This is an optimization exercise on Yosys and OpenROAD, whose aim is small area and a short achievable clock period, not a production implementation. In this exercise RTL edits were held to simulation tests only and were not proved equivalent to the original. Power figures rest on the tool's default switching activity, not on a simulated workload.

## flow/design.v

```verilog
module yumi_ctrl (input  [9:0] net_id
                 ,input  [2:0] net_op
                 ,input        mw_writes
                 ,input        mem_valid
                 ,output       yumi
                 );
wire net_stall = (net_id == 10'd1)
               & ((net_op == 3'd1) | ((net_op == 3'd2) & mw_writes));
assign yumi = mem_valid & ~net_stall;
endmodule
module net_ctrl (input  [9:0] net_id
                ,input  [2:0] net_op
                ,input        mw_writes
                ,input        mem_valid
                ,input        mem_yumi
                ,input        mem_busy      
                ,input        running       
                ,input        idle          
                ,input [31:0] net_data
                ,input        fa_mw         
                ,input        fb_mw         
                ,input        is_branch     
                ,input  [1:0] br_kind       
                ,input        jump_int      
                ,input        is_jalr       
                ,input        pc_hold       
                ,output       n_instr
                ,output       n_reg
                ,output       n_pc
                ,output       n_bar
                ,output       stall_non_mem
                ,output       stall
                ,output       n_pc_idle     
                ,output       jump_now      
                ,output       jalr_net      
                ,output       PC_wen
                );
wire net_match = (net_id == 10'd1);
assign n_instr = net_match & (net_op == 3'd1);
assign n_reg   = net_match & (net_op == 3'd2);
assign n_pc    = net_match & (net_op == 3'd3);
assign n_bar   = net_match & (net_op == 3'd4);
assign stall_non_mem = (n_reg & mw_writes) | n_instr;
assign stall = stall_non_mem | ~running | (~mem_valid & (mem_yumi | mem_busy));
wire fwd_net = fb_mw & n_reg;
wire net_zero = (net_data == 32'd0);
wire net_neg  = net_data[31];
logic jump_net;
always_comb
  case (br_kind)
    2'd0: jump_net = net_zero;
    2'd1: jump_net = ~net_zero;
    2'd2: jump_net = ~net_neg & ~net_zero;
    default: jump_net = net_neg;
  endcase
assign jump_now  = fwd_net ? (is_branch & jump_net) : jump_int;
assign jalr_net  = fa_mw & n_reg;
assign n_pc_idle = n_pc & idle;
assign PC_wen    = n_pc_idle | (~stall & ~pc_hold) | is_jalr | jump_now;
endmodule
module core_flattened
                       (input  clk
                       ,input  reset
                       ,input  [65-1:0] net_packet_flat_i
                       ,output [65-1:0] net_packet_flat_o
                       ,input  [34-1:0] from_mem_flat_i
                       ,output [36-1:0]  to_mem_flat_o
                       ,output logic [3-1:0] barrier_o
                       ,output logic         exception_o
                       ,output [31-1:0]       debug_flat_o
                       ,output logic [31:0]   data_mem_addr
                       );
localparam [1:0] IDLE = 2'b00, RUN = 2'b01, ERR = 2'b11;
wire [9:0]  net_id   = net_packet_flat_i[64:55];
wire [2:0]  net_op   = net_packet_flat_i[54:52];
wire [13:0] net_addr = net_packet_flat_i[45:32];
wire [31:0] net_data = net_packet_flat_i[31:0];
wire n_instr, n_reg, n_pc, n_bar;
assign net_packet_flat_o = net_packet_flat_i;
wire [31:0] mem_rdata = from_mem_flat_i[33:2];
wire        mem_valid = from_mem_flat_i[1];
wire        mem_yumi  = from_mem_flat_i[0];
logic [6:0]  PC_r;
logic [2:0]  barrier_mask_r, barrier_r;
logic [1:0]  state_r;
logic [15:0] instruction_alt;
logic        use_arr;
logic [1:0]  mem_stage_r;
logic [1:0]  wait_count;
logic [15:0] fd_instr;  logic [6:0] fd_pc;
logic [15:0] de_instr;  logic [6:0] de_pc;
logic [31:0] de_rs_val, de_rd_val;    
logic        de_is_load, de_writes, de_is_mem;
logic [15:0] em_instr;  logic [6:0] em_pc;
logic [31:0] em_rs_val, em_alu;
logic        em_is_load, em_writes, em_is_store, em_is_mem, em_is_byte;
logic [15:0] mw_instr;  logic [6:0] mw_pc;
logic [31:0] mw_wd;                   
logic        mw_is_load, mw_writes;
logic fa_em, fa_mw, fb_em, fb_mw, fc_rd, fc_rs;
wire net_PC_write_cmd_IDLE, jump_now, jalr_net, PC_wen;
wire stall_non_mem, yumi_to_mem_c, stall;
wire valid_to_mem_c = em_is_mem & (mem_stage_r < 2'b10);
logic [1:0] mem_stage_n;
always_comb begin
  mem_stage_n = mem_stage_r;
  if (valid_to_mem_c) mem_stage_n = 2'b01;
  if (mem_yumi)       mem_stage_n = 2'b10;
  if (mem_valid & ~stall_non_mem) mem_stage_n = 2'b00;
end
wire [4:0] de_op = de_instr[15:11];
wire [4:0] de_rd = de_instr[10:6];
wire [5:0] de_rs = de_instr[5:0];
wire [31:0] rs_op = fa_em ? em_alu : fa_mw ? mw_wd : de_rs_val;
wire [31:0] rd_op = fb_em ? em_alu : fb_mw ? mw_wd : de_rd_val;
logic de_sub, de_sh_left, de_sh_rot, de_sh_sra;
logic de_s_add, de_s_sh, de_s_and, de_s_or, de_s_nor, de_s_slt, de_s_sltu,
      de_s_xor, de_s_rs, de_s_rd, de_branch, de_jalr;
wire [31:0] add_b   = de_sub ? ~rs_op : rs_op;
wire [32:0] add_r   = {1'b0, rd_op} + {1'b0, add_b} + {32'd0, de_sub};
wire        slt_r   = (rd_op[31] ^ rs_op[31]) ? rd_op[31] : add_r[31];
wire        sltu_r  = ~add_r[32];
wire [4:0]  sh      = rs_op[4:0];
wire        sh_left = de_sh_left;
wire        sh_rot  = de_sh_rot;
wire        sh_sra  = de_sh_sra;
logic [31:0] rd_rev, sh_in, rot, sh_mask, sh_t, sh_t_rev, sh_out;
always_comb begin
  for (int i = 0; i < 32; i++) rd_rev[i] = rd_op[31-i];
  sh_in   = sh_left ? rd_rev : rd_op;
  rot     = sh_in;
  if (sh[0]) rot = {rot[0],    rot[31:1]};
  if (sh[1]) rot = {rot[1:0],  rot[31:2]};
  if (sh[2]) rot = {rot[3:0],  rot[31:4]};
  if (sh[3]) rot = {rot[7:0],  rot[31:8]};
  if (sh[4]) rot = {rot[15:0], rot[31:16]};
  sh_mask = 32'hFFFF_FFFF >> sh;
  sh_t    = sh_rot ? rot : ((rot & sh_mask) | ((sh_sra & rd_op[31]) ? ~sh_mask : 32'd0));
  for (int i = 0; i < 32; i++) sh_t_rev[i] = sh_t[31-i];
  sh_out  = sh_left ? sh_t_rev : sh_t;
end
wire [31:0] alu_result = ({32{de_s_add}}  & add_r[31:0])
                      | ({32{de_s_sh}}   & sh_out)
                      | ({32{de_s_and}}  & (rd_op & rs_op))
                      | ({32{de_s_or}}   & (rd_op | rs_op))
                      | ({32{de_s_nor}}  & ~(rd_op | rs_op))
                      | ({32{de_s_xor}}  & (rd_op ^ rs_op))
                      | ({32{de_s_rs}}   & rs_op)
                      | ({32{de_s_rd}}   & rd_op)
                      | {31'd0, (de_s_slt & slt_r) | (de_s_sltu & sltu_r)};
wire is_branch = de_branch;
wire is_jalr  = de_jalr;
logic jump_cond_p;
wire rd_zero_p = (rd_op == 32'd0);
always_comb
  case (de_op[1:0])
    2'd0: jump_cond_p = rd_zero_p;
    2'd1: jump_cond_p = ~rd_zero_p;
    2'd2: jump_cond_p = ~rd_op[31] & ~rd_zero_p;
    default: jump_cond_p = rd_op[31];
  endcase
wire jump_p  = is_branch & jump_cond_p;
wire flush_p = is_jalr | jump_p;
wire [6:0] jalr_target = jalr_net ? net_data[6:0] : rs_op[6:0];
wire [6:0] br_target   = {de_rs[5], de_rs} + de_pc;
wire [4:0] fd_op = fd_instr[15:11];
wire [4:0] fd_rd = fd_instr[10:6];
wire [5:0] fd_rs = fd_instr[5:0];
wire fd_is_load  = (fd_op == 5'd24) | (fd_op == 5'd25);
wire fd_is_store = (fd_op == 5'd26) | (fd_op == 5'd27);
wire fd_is_mem   = fd_is_load | fd_is_store;
wire fd_is_byte  = (fd_op == 5'd25) | (fd_op == 5'd27);
wire fd_writes   = (fd_op <= 5'd11) | (fd_op == 5'd13) | (fd_op == 5'd14)
                 | (fd_op == 5'd23) | fd_is_load;
wire fd_sub     = (fd_op == 5'd1) | (fd_op == 5'd8) | (fd_op == 5'd9);
wire fd_sh_left = (fd_op == 5'd2) | (fd_op == 5'd11);
wire fd_sh_rot  = (fd_op == 5'd11) | (fd_op == 5'd14);
wire fd_sh_sra  = (fd_op == 5'd3);
wire fd_s_add   = (fd_op == 5'd0) | (fd_op == 5'd1);
wire fd_s_sh    = (fd_op == 5'd2) | (fd_op == 5'd3) | (fd_op == 5'd4) | fd_sh_rot;
wire fd_s_rs    = (fd_op == 5'd10) | (fd_op == 5'd23) | fd_is_load
                | ((fd_op == 5'd12) & (fd_rd[4:2] == 3'b100));
wire [15:0] fd_ctl = {fd_sub, fd_sh_left, fd_sh_rot, fd_sh_sra,
                      fd_s_add, fd_s_sh, (fd_op == 5'd5), (fd_op == 5'd6), (fd_op == 5'd7),
                      (fd_op == 5'd8), (fd_op == 5'd9), (fd_op == 5'd13), fd_s_rs, fd_is_store,
                      (fd_op[4:2] == 3'b100), (fd_op == 5'd23)};
wire bubble = de_is_load & ((de_rd == fd_rd) | ({1'b0, de_rd} == fd_rs));
wire IDLE_WAIT = (fd_instr == 16'b01100_00000_000000) | (wait_count != 2'b00);
logic [6:0] PC_n;
always_comb begin
  if (net_PC_write_cmd_IDLE) PC_n = net_addr[6:0];
  else if (is_jalr)          PC_n = jalr_target;
  else if (jump_now)         PC_n = br_target;
  else                       PC_n = PC_r + 7'd1;
end
logic [31:0] rf [1:63];
wire        rf_wen  = n_reg | (mw_writes & ~stall);
wire [5:0]  rd_addr = n_reg ? net_addr[5:0] : {1'b0, mw_instr[10:6]};
wire [31:0] rf_wd   = n_reg ? net_data : mw_wd;
always_ff @(posedge clk)
  for (int i = 1; i < 64; i++)
    if (rf_wen && rd_addr == i[5:0]) rf[i] <= rf_wd;
logic [31:0] rf_rs_arr, rf_rd_arr;
logic [63:1] rs_dec;
logic [31:1] rd_dec;
always_comb begin
  for (int i = 1; i < 64; i++) rs_dec[i] = (fd_rs == i[5:0]);
  for (int i = 1; i < 32; i++) rd_dec[i] = (fd_rd == i[4:0]);
  rf_rs_arr = 32'd0;
  for (int i = 1; i < 64; i++) rf_rs_arr = rf_rs_arr | (rf[i] & {32{rs_dec[i]}});
  rf_rd_arr = 32'd0;
  for (int i = 1; i < 32; i++) rf_rd_arr = rf_rd_arr | (rf[i] & {32{rd_dec[i]}});
end
wire rs_nz = (fd_rs != 6'd0);
wire rd_nz = (fd_rd != 5'd0);
wire rs_hit_w = n_reg ? (net_addr[5:0] == fd_rs) : (mw_writes & ({1'b0, mw_instr[10:6]} == fd_rs));
wire [31:0] rs_read = (rs_hit_w & rs_nz) ? rf_wd : rf_rs_arr;
wire rd_hit_w = mw_writes & (mw_instr[10:6] == fd_rd);
wire [31:0] rd_read = ~rd_nz ? 32'd0 : n_reg ? net_data : rd_hit_w ? mw_wd : rf_rd_arr;
logic [15:0] imem [0:127];
logic [6:0]  imem_aq;
logic        imem_sel;
logic [15:0] imem_hold;
always_ff @(posedge clk)
  if (n_instr) imem[net_addr[6:0]] <= net_data[15:0];
logic [127:0] im_dec;
logic [15:0]  imem_arr;
always_comb begin
  for (int i = 0; i < 128; i++) im_dec[i] = (imem_aq == i[6:0]);
  imem_arr = 16'd0;
  for (int i = 0; i < 128; i++) imem_arr = imem_arr | (imem[i] & {16{im_dec[i]}});
end
wire [15:0] imem_rd = imem_sel ? imem_arr : imem_hold;
always_ff @(posedge clk)
  if (~n_instr) begin
    imem_aq  <= PC_n;
    imem_sel <= 1'b1;
  end else begin
    imem_hold <= imem_rd;
    imem_sel  <= 1'b0;
  end
wire [15:0] instruction = use_arr ? imem_arr : instruction_alt;
logic [1:0] state_n;
always_comb
  if (~stall && exception_o) state_n = ERR;
  else case (state_r)
    IDLE:    state_n = net_PC_write_cmd_IDLE ? RUN : IDLE;
    RUN:     state_n = (mw_instr == 16'b01100_00000_000000) ? IDLE : RUN;
    default: state_n = ERR;
  endcase
wire exception_n = ((state_r == ERR) || (n_pc && (state_r != IDLE))) ? 1'b1 : exception_o;
wire [2:0] barrier_mask_n = (n_bar && (state_r != ERR)) ? net_data[2:0] : barrier_mask_r;
wire [2:0] barrier_n = net_PC_write_cmd_IDLE ? net_data[2:0]
                     : ((mw_instr[15:8] == 8'b01100_100) & ~stall) ? mw_wd[2:0]
                     : barrier_r;
always_ff @(posedge clk)
  if (!reset) begin
    PC_r           <= 7'd0;
    barrier_mask_r <= 3'd0;
    barrier_r      <= 3'd0;
    state_r        <= IDLE;
    instruction_alt <= 16'd0;
    use_arr         <= 1'b0;
    exception_o    <= 1'b0;
    mem_stage_r    <= 2'b00;
  end else begin
    if (PC_wen) PC_r <= PC_n;
    barrier_mask_r <= barrier_mask_n;
    barrier_r      <= barrier_n;
    state_r        <= state_n;
    instruction_alt <= ~PC_wen ? instruction : n_instr ? imem_rd : imem_hold;
    use_arr         <= PC_wen & ~n_instr;
    exception_o    <= exception_n;
    mem_stage_r    <= mem_stage_n;
  end
always_ff @(posedge clk)
  if (!reset)                            wait_count <= 2'b00;
  else if (fd_instr == 16'b01100_00000_000000)           wait_count <= 2'b11;
  else if (wait_count != 2'b00)          wait_count <= wait_count - 2'b01;
always_ff @(posedge clk)
  if (!reset) begin
    fd_instr <= 16'b11111_00000_000000;
    fd_pc    <= 7'd0;
  end else if (~(stall | bubble)) begin
    if (flush_p | IDLE_WAIT)
      fd_instr <= 16'b11111_00000_000000;
    else begin
      fd_instr <= instruction;
      fd_pc    <= PC_r;
    end
  end
wire de_kill = flush_p | bubble;
always_ff @(posedge clk)
  if (!reset) begin
    de_instr   <= 16'b11111_00000_000000;
    de_pc      <= 7'd0;
    de_is_load <= 1'b0;
    de_writes  <= 1'b0;
    de_is_mem  <= 1'b0;
    {de_sub, de_sh_left, de_sh_rot, de_sh_sra, de_s_add, de_s_sh, de_s_and, de_s_or, de_s_nor,
     de_s_slt, de_s_sltu, de_s_xor, de_s_rs, de_s_rd, de_branch, de_jalr} <= 16'd0;
    fa_em <= 1'b0; fa_mw <= 1'b0; fb_em <= 1'b0; fb_mw <= 1'b0;
  end else if (~stall) begin
    if (de_kill) begin
      de_instr   <= 16'b11111_00000_000000;
      de_is_load <= 1'b0;
      de_writes  <= 1'b0;
      de_is_mem  <= 1'b0;
      {de_sub, de_sh_left, de_sh_rot, de_sh_sra, de_s_add, de_s_sh, de_s_and, de_s_or, de_s_nor,
       de_s_slt, de_s_sltu, de_s_xor, de_s_rs, de_s_rd, de_branch, de_jalr} <= 16'd0;
      fa_em <= 1'b0; fa_mw <= 1'b0; fb_em <= 1'b0; fb_mw <= 1'b0;
    end else begin
      de_instr   <= fd_instr;
      de_pc      <= fd_pc;
      de_is_load <= fd_is_load;
      de_writes  <= fd_writes;
      de_is_mem  <= fd_is_mem;
      {de_sub, de_sh_left, de_sh_rot, de_sh_sra, de_s_add, de_s_sh, de_s_and, de_s_or, de_s_nor,
       de_s_slt, de_s_sltu, de_s_xor, de_s_rs, de_s_rd, de_branch, de_jalr} <= fd_ctl;
      fa_em <= de_writes & (de_rd != 5'd0) & ({1'b0, de_rd} == fd_rs);
      fa_mw <= ~(de_writes & (de_rd != 5'd0) & ({1'b0, de_rd} == fd_rs))
             & em_writes & (em_instr[10:6] != 5'd0) & ({1'b0, em_instr[10:6]} == fd_rs);
      fb_em <= de_writes & (de_rd != 5'd0) & (de_rd == fd_rd);
      fb_mw <= ~(de_writes & (de_rd != 5'd0) & (de_rd == fd_rd))
             & em_writes & (em_instr[10:6] != 5'd0) & (em_instr[10:6] == fd_rd);
    end
  end
always_ff @(posedge clk)
  if (~stall) begin
    de_rs_val <= rs_read;
    de_rd_val <= rd_read;
  end
wire de_is_store = (de_op == 5'd26) | (de_op == 5'd27);
wire de_is_byte  = (de_op == 5'd25) | (de_op == 5'd27);
always_ff @(posedge clk)
  if (!reset) begin
    em_instr    <= 16'b11111_00000_000000;
    em_pc       <= 7'd0;
    em_is_load  <= 1'b0;
    em_writes   <= 1'b0;
    em_is_store <= 1'b0;
    em_is_mem   <= 1'b0;
    em_is_byte  <= 1'b0;
    fc_rd <= 1'b0; fc_rs <= 1'b0;
  end else if (~stall) begin
    em_instr    <= de_instr;
    em_pc       <= de_pc;
    em_is_load  <= de_is_load;
    em_writes   <= de_writes;
    em_is_store <= de_is_store;
    em_is_mem   <= de_is_mem;
    em_is_byte  <= de_is_byte;
    fc_rd <= em_is_load & de_is_mem & (em_instr[10:6] == de_rd);
    fc_rs <= em_is_load & de_is_mem & ~(em_instr[10:6] == de_rd)
           & ({1'b0, em_instr[10:6]} == de_rs);
  end
always_ff @(posedge clk)
  if (~stall) begin
    em_rs_val <= rs_op;
    em_alu    <= alu_result;
  end
wire [31:0] mw_wd_n = em_is_load ? mem_rdata
                    : (em_instr[15:11] == 5'd23) ? {24'd0, {1'b0, em_pc} + 8'd1}
                    : em_alu;
always_ff @(posedge clk)
  if (!reset) begin
    mw_instr   <= 16'b11111_00000_000000;
    mw_pc      <= 7'd0;
    mw_is_load <= 1'b0;
    mw_writes  <= 1'b0;
  end else if (~stall) begin
    mw_instr   <= em_instr;
    mw_pc      <= em_pc;
    mw_is_load <= em_is_load;
    mw_writes  <= em_writes;
  end
always_ff @(posedge clk)
  if (~stall) mw_wd <= mw_wd_n;
assign data_mem_addr = fc_rd ? mw_wd : em_alu;
wire [31:0] mem_write_data = fc_rs ? mw_wd : em_rs_val;
assign to_mem_flat_o = {mem_write_data, valid_to_mem_c, em_is_store, em_is_byte, yumi_to_mem_c};
assign barrier_o = barrier_mask_r & barrier_r;
assign debug_flat_o = {mw_pc, mw_instr, state_r, barrier_mask_r, barrier_r};
net_ctrl netc (.net_id(net_id), .net_op(net_op), .mw_writes(mw_writes), .mem_valid(mem_valid)
              ,.mem_yumi(mem_yumi), .mem_busy(valid_to_mem_c | (mem_stage_r != 2'b00))
              ,.running(state_r == RUN)
              ,.n_instr(n_instr), .n_reg(n_reg), .n_pc(n_pc), .n_bar(n_bar)
              ,.idle(state_r == IDLE), .net_data(net_data), .fa_mw(fa_mw), .fb_mw(fb_mw)
              ,.is_branch(is_branch), .br_kind(de_op[1:0]), .jump_int(jump_p), .is_jalr(is_jalr)
              ,.pc_hold(bubble | IDLE_WAIT)
              ,.stall_non_mem(stall_non_mem), .stall(stall)
              ,.n_pc_idle(net_PC_write_cmd_IDLE), .jump_now(jump_now), .jalr_net(jalr_net)
              ,.PC_wen(PC_wen));
yumi_ctrl yumic (.net_id(net_id), .net_op(net_op), .mw_writes(mw_writes), .mem_valid(mem_valid)
                ,.yumi(yumi_to_mem_c));
endmodule
```

## flow/run.sh

```bash
#!/bin/bash
# synth_recipe.tcl (not shown) runs the flow's synth.tcl, then flattens the netlist and writes it again
# the make line also repeats each setting of config.mk as NAME=value (left out here)
make -C /OpenROAD-flow-scripts/flow DESIGN_CONFIG=/design/flow/config.mk WORK_HOME=/design/flow/orfs CLKGATE_MAP_FILE= SYNTH_SCRIPT=/design/flow/synth_recipe.tcl finish
```

## flow/config.mk

```make
export PLATFORM = sky130hd
export DESIGN_NAME = core_flattened
export DESIGN_NICKNAME = core_flattened
export VERILOG_FILES = /design/flow/design.v
export SDC_FILE = /design/flow/constraint.sdc
export NUM_CORES = 4
export LEC_CHECK = 0
export CAP_MARGIN = 20
export CORE_MARGIN = 2
export CORE_UTILIZATION = 30
export CTS_CLUSTER_DIAMETER = 100
export CTS_CLUSTER_SIZE = 20
export PLACE_DENSITY = 0.45
export SETUP_SLACK_MARGIN = 5
export SLEW_MARGIN = 20
export SYNTH_HIERARCHICAL = 1
```

## flow/constraint.sdc

```tcl
create_clock -name core_clock -period 10.0 [get_ports {clk}]
set_input_delay 2.0000 -clock core_clock [delete_from_list [all_inputs] [get_ports {clk}]]
set_output_delay 2.0000 -clock core_clock [all_outputs]
set_load 0.01 [all_outputs]
```

==> results of run 1 <==
[Yosys stat by module (local to each module, per instance)]
module	times used	cells inside
core_flattened	1	12000
net_ctrl	1	46
yumi_ctrl	1	7
[critical path: stages, from the launching register on]
cell and delay (ps):
edfxtp_1 410, buf_8 250, buf_12 270, nor4b_2 100
buf_12 180, buf_6 360, buf_4 330, a22oi_2 600
o21ai_1 280, a21oi_1 250, o2111ai_1 320, or4_4 680
nor4_2 320, buf_4 240, a21oi_1 90, a32o_1 270
[flip-flops by register name, indices dropped and copies added (netlist names), 3 cells and up]
| signal | count |
|---|---|
| imem | 2048 |
| rf | 2016 |
| de_rd_val | 32 |
| de_rs_val | 32 |
| em_alu | 32 |
| em_rs_val | 32 |
| mw_wd | 32 |
| de_instr | 16 |
| em_instr | 16 |
| fd_instr | 16 |
| imem_hold | 16 |
| instruction_alt | 16 |
| mw_instr | 16 |
| PC_r | 7 |
| de_pc | 7 |
| em_pc | 7 |
| fd_pc | 7 |
| imem_aq | 7 |
| mw_pc | 7 |
| barrier_mask_r | 3 |
| barrier_r | 3 |
[area by class of cell]
type                       instances  area (um^2)  share of cell area (%)
antenna                          181          453                   0.214
multi-input combinational       6570        50300                    23.8
timing repair buffer            1254        11900                    5.62
inverter                         106          415                   0.197
clock inverter                    48          638                   0.302
sequential                      4408       131000                    61.8
tap                             8036        10100                    4.76
timing repair inverter             1         7.51                 0.00355
clock buffer                     295         6890                    3.26
[metal layers]
metal	vias up	track usage, %
met1	78800	50.4
li1	50800	-
met5	-	1.66
met3	4061	20.9
met4	120	23.2
met2	17500	52.3
[final timing paths]
kind                                     to  slack [ps]  cells past startpoint
worst max-delay path            fd_instr[5]        4550                     15
worst min-delay path               de_pc[1]         470                      2
worst max register to register  fd_instr[5]        4550                     15
worst min register to register     de_pc[1]         470                      2
[repair_timing]
action / in CTS / in global routing
gates resized for setup: 284 / 39
pin swaps: 72 / 15
setup buffers: 109 / 16
cloned: 11 / 1
endpoints found under the setup margin: 3146 / 876
[logic make-up (layout without fill, tap and decap cells)]
kind of cell / Yosys count / after routing
simple gates: 2312 / 2317
fa+ha+maj: 107 / 107
xor+xnor: 117 / 117
mux: 494 / 494
compound gates: 3535 / 3535
flops: 4408 / 4408
other cells: 0 / 181
buf+inv: 1037 / 1704
[stage by stage]
step / worst slack, ps / cell area, um^2
6_report: 4550 / 211000
5_1_grt: 4800 / 211000
4_1_cts: 5000 / 210000
3_5_place_dp: 2740 / 201000
3_3_place_gp: 2610 / 199000
2_1_floorplan: 4800 / 182000
[cells in the final DEF, fill, tap and decap left out, drive strengths merged, types with 63 or more instances in the layout]
cell / Yosys / layout
a31oi: 65 / 65
edfxtp: 4231 / 4231
o22ai: 109 / 109
a22o: 595 / 595
nor4: 95 / 95
xnor2: 71 / 71
a22oi: 1011 / 1011
mux2i: 266 / 266
a222oi: 124 / 124
clkdlybuf4s50: 0 / 188
nand3: 255 / 255
nand2: 467 / 467
nand4: 275 / 275
mux2: 194 / 194
ha: 104 / 104
diode: 0 / 181
buf: 282 / 1028
nand2b: 67 / 67
inv: 101 / 128
nor2: 725 / 726
clkbuf: 649 / 297
a221oi: 550 / 550
o21ai: 219 / 219
or4: 63 / 63
dfxtp: 177 / 177
nor3: 126 / 126
a21oi: 277 / 277
a32oi: 100 / 100
[report_power, final]
part	leakage (nW)	switching [W]	internal [W]	total (W)
Clock	3.69	0.00685	0.00510	0.0120
Combinational	22.1	0.000389	0.0000864	0.000475
Sequential	39.8	0.00000185	0.0200	0.0200
==> impl_metrics.yaml, run 1 <==
run_status:
  status: "finished clean"
yosys:
  synth_edf_count: 4231
  syn_inst: 12000
  synth-xor-area-share_pct: 0.564
  netlist_area_mm2: 0.182
  synthMuxAreaShare_pct: 3.10
  synth_nets: 12200
  async_flop_share_pct: 0
  postSynthAreaPerCell_um2: 15.1
  synth_top_family_by_area: "compound AO/OA/AOI/OAI gates"
  synth_flop_cell: "edfxtp_1"
  yosys.area.top_type: "edfxtp_1"
  synth_fa_ha_area_share_pct: 0.743
  yosysMostFrequentCell: "edfxtp_1"
  ys_seq_area_share_pct: 71.8
  ys.warnings.count: 9
  yosys.cell_types.count: 107
  synth_seq_cells: 4408
  synth_commonest_cells: "edfxtp_1 (4,231), a22oi_1 (1,011), nor2_1 (725), clkbuf_1 (647), a22o_1 (595)"
  ys_top_cells_by_area: "edfxtp_1 (70%), a22oi_1 (4.2%), a22o_1 (2.9%)"
  synth_top_area_share_pct: 69.9
  synth_compound_area_share_pct: 15.1
  yosys.area_share.simple_pct: 6.29
global_routing:
  grt_overflow: 0
  grtUsageTotal_pct: 39.5
  grt_max_degree: 119
  grt_pass1_wl_um: 1550000
  first_global_vias: 132000
  antenna_found_initial: 229
critical_path:
  crit_path_start_kind: "flip-flop"
  cp-startpoint: "imem_aq[1]"
  criticalPathCategory: "flip-flop to flip-flop"
  reg2reg_from: "imem_aq[1]"
  end_kind: "flip-flop"
  worstPathMaxFanout: 27
  arrival_ps: 6400
  worstPathRequired_ps: 10950
timing:
  tightest_slew_ps: 1490
  period_share_pct: 54.5
  setup_viol: 0
  tns_ps: 0
  fin_crit_ps: 5450
  hold_viol: 0
  rsz0062_at_grt: "yes"
  finalClockSkew_ps: 90.1
  slew_headroom_pct: 0.658
  fin_hold_ws_ps: 466
  slew_violations: 0
  fmax_mhz: 184
cts:
  clkTransAtPathRegs_ps: 90
  cts_buffer_depth: 4
  clk_latency_ps: 1090
  ctsHoldBuffers: 0
  htreeDepth: 5
  cts_tree: "built"
  cts.sinks: 4408
  cts_inserted_buffers: 268
  cts-root-buf: "clkbuf_16"
pwr:
  p_leak_nw: 65.6
  power_w: 0.0325
  powerDensity_mw_per_mm2: 154
  ir_worst_vdd_mv: 0.143
cells_and_area:
  final.fill_count: 57200
  layout.nets: 12800
  syn_to_final_growth_pct: 16.2
  postLayoutCoreUtil_pct: 35.0
  drive_above_1_share_pct: 17.4
  final_cells: 20900
floorplanning:
  ioPinCount: 269
  start_util_pct: 30.1
  rows: 285
  die_y_um: 782
  die_area_mm2: 0.612
  core_area_mm2: 0.603
  die_w_um: 782
placed_design:
  finalWeightedCongestion: 1.08
  port_buffers: 242
  dp.cells: 20200
  place_hpwl_um: 820000
detailed_routing:
  wl_met3_um: 211000
  finalWirelength_um: 1260000
  wl_met1_um: 468000
  drc: 0
  ant_nets: 0
  met2_length_um: 488000
  dr.max_layer_used: "met5"
  first_pass_iters: 22
  vias: 151000
  wl_per_cell_um: 60.4
  drt_iter0_markers: 37600
  vias_per_cell: 7.24
job:
  cap_violations: 0
min_path:
  worstHoldPathType: "flip-flop to flip-flop"
  min_from: "fd_pc[1]"
==> run 2: changes to the inputs <==
--- a/flow/config.mk
+++ b/flow/config.mk
@@ -12,5 +12,5 @@
 export CTS_CLUSTER_SIZE = 20
 export PLACE_DENSITY = 0.45
-export SETUP_SLACK_MARGIN = 5
+export SETUP_SLACK_MARGIN = 4.5
 export SLEW_MARGIN = 20
 export SYNTH_HIERARCHICAL = 1
==> run 2 against run 1 <==
Compared with the run above:
- flip-flop and latch count is the same
- non-clock buffer count shrank 56
- combinational power shrank 2%
- synthesized cell count is the same
- clock power is essentially flat
- utilization shrank 0.29 points
- clock skew shrank 11 ps
- total power grew 0.15%
- final cell count shrank 0.43%
- fmax shrank 7.3%
- clock-buffer cell count shrank 1
- worst setup slack lost 430 ps
- largest cell class unchanged
==> impl_metrics.yaml, run 2 <==
floorplanning:
  rows: 285
  die_area_mm2: 0.612
  die_w_um: 782
  ioPinCount: 269
  die_y_um: 782
  start_util_pct: 30.1
  core_area_mm2: 0.603
timing:
  slew_violations: 0
  period_share_pct: 58.8
  slew_headroom_pct: 6.69
  setup_viol: 0
  fin_crit_ps: 5880
  tns_ps: 0
  rsz0062_at_grt: "yes"
  hold_viol: 0
  tightest_slew_ps: 1400
  finalClockSkew_ps: 79.3
  fmax_mhz: 170
detailed_routing:
  vias_per_cell: 7.17
  wl_per_cell_um: 61.7
  drc: 0
  finalWirelength_um: 1280000
  drt_iter0_markers: 35900
  ant_nets: 0
  first_pass_iters: 10
  vias: 149000
global_routing:
  grt_pass1_wl_um: 1580000
  grt_max_degree: 109
  grt_overflow: 0
  grtUsageTotal_pct: 40.3
  first_global_vias: 131000
  antenna_found_initial: 231
yosys:
  synth_seq_cells: 4408
  ys_top_cells_by_area: "edfxtp_1 (70%), a22oi_1 (4.2%), a22o_1 (2.9%)"
  yosysMostFrequentCell: "edfxtp_1"
  synth_top_area_share_pct: 69.9
  ys_seq_area_share_pct: 71.8
  netlist_area_mm2: 0.182
  synth_nets: 12200
  async_flop_share_pct: 0
  syn_inst: 12000
  postSynthAreaPerCell_um2: 15.1
  ys.warnings.count: 9
  synth_flop_cell: "edfxtp_1"
  synth_commonest_cells: "edfxtp_1 (4,231), a22oi_1 (1,011), nor2_1 (725), clkbuf_1 (647), a22o_1 (595)"
  yosys.cell_types.count: 107
  synth_edf_count: 4231
  yosys.area.top_type: "edfxtp_1"
pwr:
  powerDensity_mw_per_mm2: 155
  ir_worst_vdd_mv: 0.137
  p_leak_nw: 64.9
cells_and_area:
  postLayoutCoreUtil_pct: 34.7
  syn_to_final_growth_pct: 15.2
  seq_area_mm2: 0.131
  layout.nets: 12800
  multi_input_area_mm2: 0.0500
  largest_reg_flops: 2048
  drive_above_1_share_pct: 16.6
  final_common_cell: "edfxtp_1"
  final_cell_mix: "edfxtp_1 (4,231), a22oi_1 (1,005), buf_4 (842)"
  final.fill_count: 57300
cts:
  clkTransAtPathRegs_ps: 90
  cts_tree: "built"
  cts-root-buf: "clkbuf_16"
  cts_inserted_buffers: 266
  htreeDepth: 5
  cts_buffer_depth: 4
  cts.sinks: 4408
  clk_latency_ps: 1100
run_status:
  status: "finished clean"
critical_path:
  end_kind: "flip-flop"
  worstPathRequired_ps: 10940
  worstPathMaxFanout: 22
  criticalPathCategory: "flip-flop to flip-flop"
  cp-startpoint: "imem_aq[0]"
  arrival_ps: 6810
  crit_path_start_kind: "flip-flop"
  reg2reg_from: "imem_aq[0]"
placed_design:
  port_buffers: 242
  place_hpwl_um: 843000
  finalWeightedCongestion: 1.05
min_path:
  min_from: "fd_pc[4]"
  worstHoldPathType: "flip-flop to flip-flop"
job:
  cap_violations: 0
## run 2: logic make-up (layout without fill, tap and decap cells)
family / after synthesis / count (layout) / share of synthesized area, %
muxes: 494 / 494 / 3.10
AOI/OAI and AO/OA: 3535 / 3535 / 15.1
and+or+nand+nor: 2312 / 2313 / 6.29
xor gates and xnor gates: 117 / 117 / 0.564
DFF: 4408 / 4408 / 71.8
adders and majority gates: 107 / 107 / 0.743
buffers and inverters: 1037 / 1641 / 2.36
other: 0 / 159 / 0
## run 2: repair_timing
item                                    4_1_cts  5_1_grt
setup buffers                                48       20
gates resized for setup                     104       28
hold buffers                                  0        0
cloned                                        2        0
endpoints found under the setup margin     2181      307
pin swaps                                    42        9
## run 2: final timing paths
check / endpoint / slack [ps] / cells past startpoint
setup reg to reg: fd_instr[15] / 4120 / 13
hold / removal: de_pc[4] / 450 / 2
hold reg to reg: de_pc[4] / 450 / 2
setup / recovery: fd_instr[15] / 4120 / 13
## run 2: metrics by stage
step | hold WS, ps | setup WS [ps] | instances | instance area, um^2 | total power (W)
final | 454 | 4120 | 20800 | 209000 | 0.0325
after global routing | 463 | 4440 | 20700 | 209000 | 0.0330
after CTS | 455 | 4500 | 20600 | 209000 | 0.0324
after detailed placement | 454 | 2580 | 20200 | 200000 | 0.0209
after global placement | 459 | 2430 | 20200 | 200000 | 0.0209
after floorplan | 432 | 3580 | 12000 | 182000 | 0.0205
## run 2: metal layers
layer | global-route usage, % | share of wire (%) | up-vias | routed length, um
li1 | - | - | 50700 | -
met4 | 21.4 | 6.6 | 98 | 84200
met5 | 0.384 | 0.092 | - | 1180
met3 | 20.4 | 16 | 3604 | 209000
met1 | 52.4 | 38 | 78400 | 487000
met2 | 54.1 | 39 | 16500 | 502000
## run 2: critical path, stage by stage, from the launching register on
cell and delay [ps]:
edfxtp_1 400, buf_4 440, buf_4 510, nor2_2 110, buf_4 220, a22oi_1 930
nor3_1 80, a31oi_1 920, nand4_1 310, or4_1 530, a2111oi_4 520, buf_4 290
a21oi_1 120, o32a_1 310
## run 2: cell type report
cell class | instances | area share (%)
sequential | 4408 | 62.3
multi-input combinational | 6566 | 23.8
timing repair buffer | 1198 | 5.05
tap | 8036 | 4.80
clock buffer | 294 | 3.33
clock inverter | 42 | 0.241
inverter | 106 | 0.199
antenna | 159 | 0.190
timing repair inverter | 1 | 0.00358
## run 2: power by group
part	leakage (nW)	internal (W)	switching, W
combinational	21.4	0.0000827	0.000384
sequential	39.8	0.0200	0.00000224
clock	3.67	0.00515	0.00685
total	64.9	0.0253	0.00724
## run 2: Yosys stat by module, one instance, submodules excluded
module	flip-flops and latches	times used	cells	area [um^2]
core_flattened	4408	1	12000	181000
net_ctrl	0	1	46	345
yumi_ctrl	0	1	7	61.3

## static timing again, ports no longer ideal
In the flow no input, the clock included, has a driving cell. The finished layouts below were timed again as built, in two steps.
Step 1: set_driving_cell puts a clkbuf_16 on clk and a buf_2 on each other input, an assumption about the parent block.
Step 2 times the ports against the registers' clock, not the clock port: input delays grow and output delays shrink by t, the midpoint of the rising clock arrivals with the driver on.
Slacks: ideal ports / drivers / drivers and shift; pairs: ideal ports / drivers.
| run | shift t [ns] | setup slack, ns | worst register clock-pin slew, ns | worst slew at a driven data input, ns |
|---|---|---|---|---|
| run 1 | 1.182 | 4.551 / 4.551 / 3.760 | 0.11 / 0.11 | 0.11 |
| run 2 | 1.200 | 4.124 / 4.124 / 3.445 | 0.11 / 0.11 | 0.10 |
After both steps every run listed still meets setup and hold. For run 1, which loses most, drivers alone change the setup slack by 0.000 ns; drivers and shift together by -0.791 ns.
